This design comes from an exercise in tuning for small area on the open sky130 flow, not from production work.
Where RTL was checked, it was by simulation tests only, not by an equivalence proof against the original.
The clock input has no modelled driver; a real chip could not lean on it and would need a root buffer or a full tree.
No activity file was given, so power comes from the tool's default toggle rates.

==> flow/design.v <==
module aFinalP(
    output [7:0] dr, dg,
    output [7:0] db,
    output [3:0] comm,
    input clk,
    input rst,  
    input [3:0] btn,
    output [7:0] seg,
    output [7:0] score_out
);
    reg [9:0] e;
    reg [5:0] flag;
    reg [7:0] score;
    reg [3:0] pressed;
    reg [3:0] deb;  
    wire pre = (flag == 6'd0) && !e[9];
    wire [2:0] row = e[6:4];
    wire [5:0] s = flag + row;
    wire [3:0] seq;
    assign seq[0] = (s == 6'd7) |
                    (s == 6'd19) |
                    (s == 6'd30) |
                    (s == 6'd34) |
                    (s == 6'd38) |
                    (s == 6'd46);
    assign seq[1] = (s == 6'd9) |
                    (s == 6'd21) |
                    (s == 6'd29) |
                    (s == 6'd32) |
                    (s == 6'd39) |
                    (s == 6'd44);
    assign seq[2] = (s == 6'd11) |
                    (s == 6'd17) |
                    (s == 6'd25) |
                    (s == 6'd27) |
                    (s == 6'd33) |
                    (s == 6'd41);
    assign seq[3] = (s == 6'd13) |
                    (s == 6'd23) |
                    (s == 6'd28) |
                    (s == 6'd35) |
                    (s == 6'd42) |
                    (s == 6'd47);
    wire lane1 = seq[1] | (flag == 6'd24 && row == 3'd7) |
                 (s == 6'd51 && flag < 6'd47) | (s == 6'd52 && flag >= 6'd47);
    wire [3:0] lit = {seq[3:2], lane1, seq[0]} & {4{~pre}};
    wire fin = &flag[5:3];  
    wire f1 = row[1] ^ row[2], f0 = row[0] ^ row[2];
    wire e_edge = ~f1;        
    wire e_ring = f1 | ~f0;   
    wire e_b3 = f1 | f0;
    wire [7:0] end_r = {e_edge, e_ring, f0 ^ (f1 & flag[1]), f0 ^ (f1 & ~flag[1]),
                        e_b3, f0, e_ring, e_edge};
    wire [7:0] end_g = {e_edge, e_ring, f1 ? ~(f0 & flag[0]) : f0, f1 ? (f0 | ~flag[0]) : f0,
                        e_b3, f1 ? (f0 | ~flag[0]) : f0, e_ring, e_edge};
    wire [7:0] chart_dr = ~{lit[0], lit[0], lit[1], lit[1], lit[2], lit[2], lit[3], lit[3]};
    assign dr = chart_dr & ((fin && flag[0]) ? end_r : 8'hFF);
    assign dg = (fin && flag[1]) ? end_g : 8'hFF;
    assign comm = {1'b1, row & {3{~pre}}};
    assign db = 8'hFF;
    assign score_out = score;
    wire ge5 = score >= 8'd5, ge15 = score >= 8'd15, ge21 = score >= 8'd21, ge26 = score >= 8'd26;
    wire gA = ge15 & ~ge21;
    wire [6:0] segments = {~ge5 | ge26, ge26, ge21, gA | ge26, ~ge5 | ge26, ~gA,
                           (ge5 & ~ge15) | ge26};
    assign seg = {1'b0, segments};
    reg [3:0] act;
    always @(*) begin
        act[0] = (flag == 6'd8 || flag == 6'd20 || flag == 6'd30 || flag == 6'd15 ||
                  flag == 6'd35 || flag == 6'd39 || flag == 6'd47);
        act[1] = (flag == 6'd10 || flag == 6'd22 || flag == 6'd28 || flag == 6'd33 ||
                  flag == 6'd40 || flag == 6'd45 || flag == 6'd53);
        act[2] = (flag == 6'd12 || flag == 6'd18 || flag == 6'd26 || flag == 6'd28 ||
                  flag == 6'd34 || flag == 6'd42);
        act[3] = (flag == 6'd14 || flag == 6'd24 || flag == 6'd29 || flag == 6'd36 ||
                  flag == 6'd43 || flag == 6'd48);
    end
    always @(posedge clk) begin
        if (e[6:1] == 6'd46) deb <= btn & (deb | {4{~e[0]}});
    end
    wire [16:0] k = {1'b0, flag, e} + 17'd1;
    always @(posedge clk) begin
        if (rst) begin
            e <= 10'd504;
            flag <= 6'd0;
            score <= 8'd0;
            pressed <= 4'd0;
        end else begin
            e <= k[9:0];
            if (flag == 6'd53) begin
                if (&e) begin
                    if (!ge26) flag <= {4'b1110, ge15, ~gA};
                end
            end else if (!fin)
                flag <= k[15:10];
            if (e[6:0] == 7'd111) begin
                if (|(deb & ~pressed & act)) score <= score + 8'd1;
                pressed <= deb & (pressed | act);
            end
        end
    end
endmodule
export LEC_CHECK = 0
export CAP_MARGIN = 20
export CORE_MARGIN = 2
export CORE_UTILIZATION = 40
export CTS_BUF_LIST = sky130_fd_sc_hd__clkbuf_4
export SLEW_MARGIN = 20
create_clock -name core_clock -period 8.0 [get_ports {clk}]
standard.sh (not shown) runs the stock make flow with config.mk's settings and CLKGATE_MAP_FILE= SYNTH_SCRIPT=/design/flow/synth_recipe.tcl, a recipe that flattens the netlist after the stock synthesis.
==> flow/flow/run.sh <==
#!/bin/bash
# The standard ORFS layout (standard.sh), with these changes:
# - ABC maps the logic with flow/multi_abc.tcl (best of several &deepsyn
#   seeds, area-only mapping, no buffering or upsizing) instead of
#   abc_area/abc_speed;
# - no half/full adder cells from ADDER_MAP_FILE: adders are left to ABC;
# - the port buffers are the smallest buffer cell, buf_1;
# - the constant outputs share the synthesis's tie cell instead of one tie
#   cell per output;
# - clock tree synthesis adds no dummy load cells (-dont_use_dummy_load);
# - before global routing, flow/drop_root.tcl removes the root clock buffer
#   so the clock port drives the four leaf clock buffers directly.
# Every tool's output is in standard.log and ORFS's own logs under orfs/logs.
set -euo pipefail
here=$(pwd)
mkdir -p "$here/abc_runs"
export MULTI_ABC_DIR="$here/abc_runs" MULTI_ABC_N=12
cat > "$here/mysynth.tcl" <<EOT
source $here/flow/multi_abc.tcl
source $here/synth_recipe.tcl
EOT
bash standard.sh SYNTH_SCRIPT="$here/mysynth.tcl" \
  "BUFFER_PORTS_ARGS=-buffer_cell sky130_fd_sc_hd__buf_1" ADDER_MAP_FILE= \
  SKIP_REPAIR_TIE_FANOUT=1 \
  "CTS_ARGS=-sink_clustering_enable -repair_clock_nets -buf_list sky130_fd_sc_hd__clkbuf_4 -dont_use_dummy_load" \
  PRE_GLOBAL_ROUTE_TCL="$here/flow/drop_root.tcl" finish > "$here/standard.log" 2>&1
Other scripts of this flow, unchanged in this note and not shown: flow/flow/drop_root.tcl, flow/flow/multi_abc.tcl
Edit:
--- a/flow/design.v
+++ b/flow/design.v
@@ -75,27 +75,26 @@
         act[3] = (flag == 6'd14 || flag == 6'd24 || flag == 6'd29 || flag == 6'd36 ||
                   flag == 6'd43 || flag == 6'd48);
     end
     always @(posedge clk) begin
         if (e[6:1] == 6'd46) deb <= btn & (deb | {4{~e[0]}});
     end
-    wire [16:0] k = {1'b0, flag, e} + 17'd1;
     always @(posedge clk) begin
         if (rst) begin
             e <= 10'd504;
             flag <= 6'd0;
             score <= 8'd0;
             pressed <= 4'd0;
         end else begin
-            e <= k[9:0];
+            e <= e + 10'd1;
             if (flag == 6'd53) begin
                 if (&e) begin
                     if (!ge26) flag <= {4'b1110, ge15, ~gA};
                 end
             end else if (!fin)
-                flag <= k[15:10];
+                flag <= flag + {5'd0, &e};
             if (e[6:0] == 7'd111) begin
                 if (|(deb & ~pressed & act)) score <= score + 8'd1;
                 pressed <= deb & (pressed | act);
             end
         end
     end
The changed run finished clean.
Maximum frequency came out higher slightly.
Total power hardly moves.
Count of clock-buffer cells in the layout is unchanged.
Core utilization stays flat.
Die area is about the same.
Critical path depth decreases by 1.
Function not checked in the second run of this note: the RTL went through the layout flow alone.

-- port drivers added, routing unchanged --
The flow's constraints put no driver on any port. The routed layouts listed below were extracted and timed again, unchanged, in two steps.
Step 1 assumes that a clkbuf_16 drives the clock port and a buf_2 every other input.
Step 2 also shifts input and output timing later by t, the mid clock arrival at the registers, as if the neighbouring blocks saw the same clock.
a / b / c = no drivers / after step 1 / after step 2; a / b = the first two.
run	t, ns	slack for setup (ns)	worst hold slack (ns)	worst setup path at the end	cell pins on the clock port's net
the first run	0.189	3.307 / 3.266 / 3.455	0.478 / 0.478 / 0.478	register to output	4
the second run	0.196	3.326 / 3.281 / 3.477	0.468 / 0.468 / 0.468	register to output	4
After both steps every run listed still meets setup and hold.
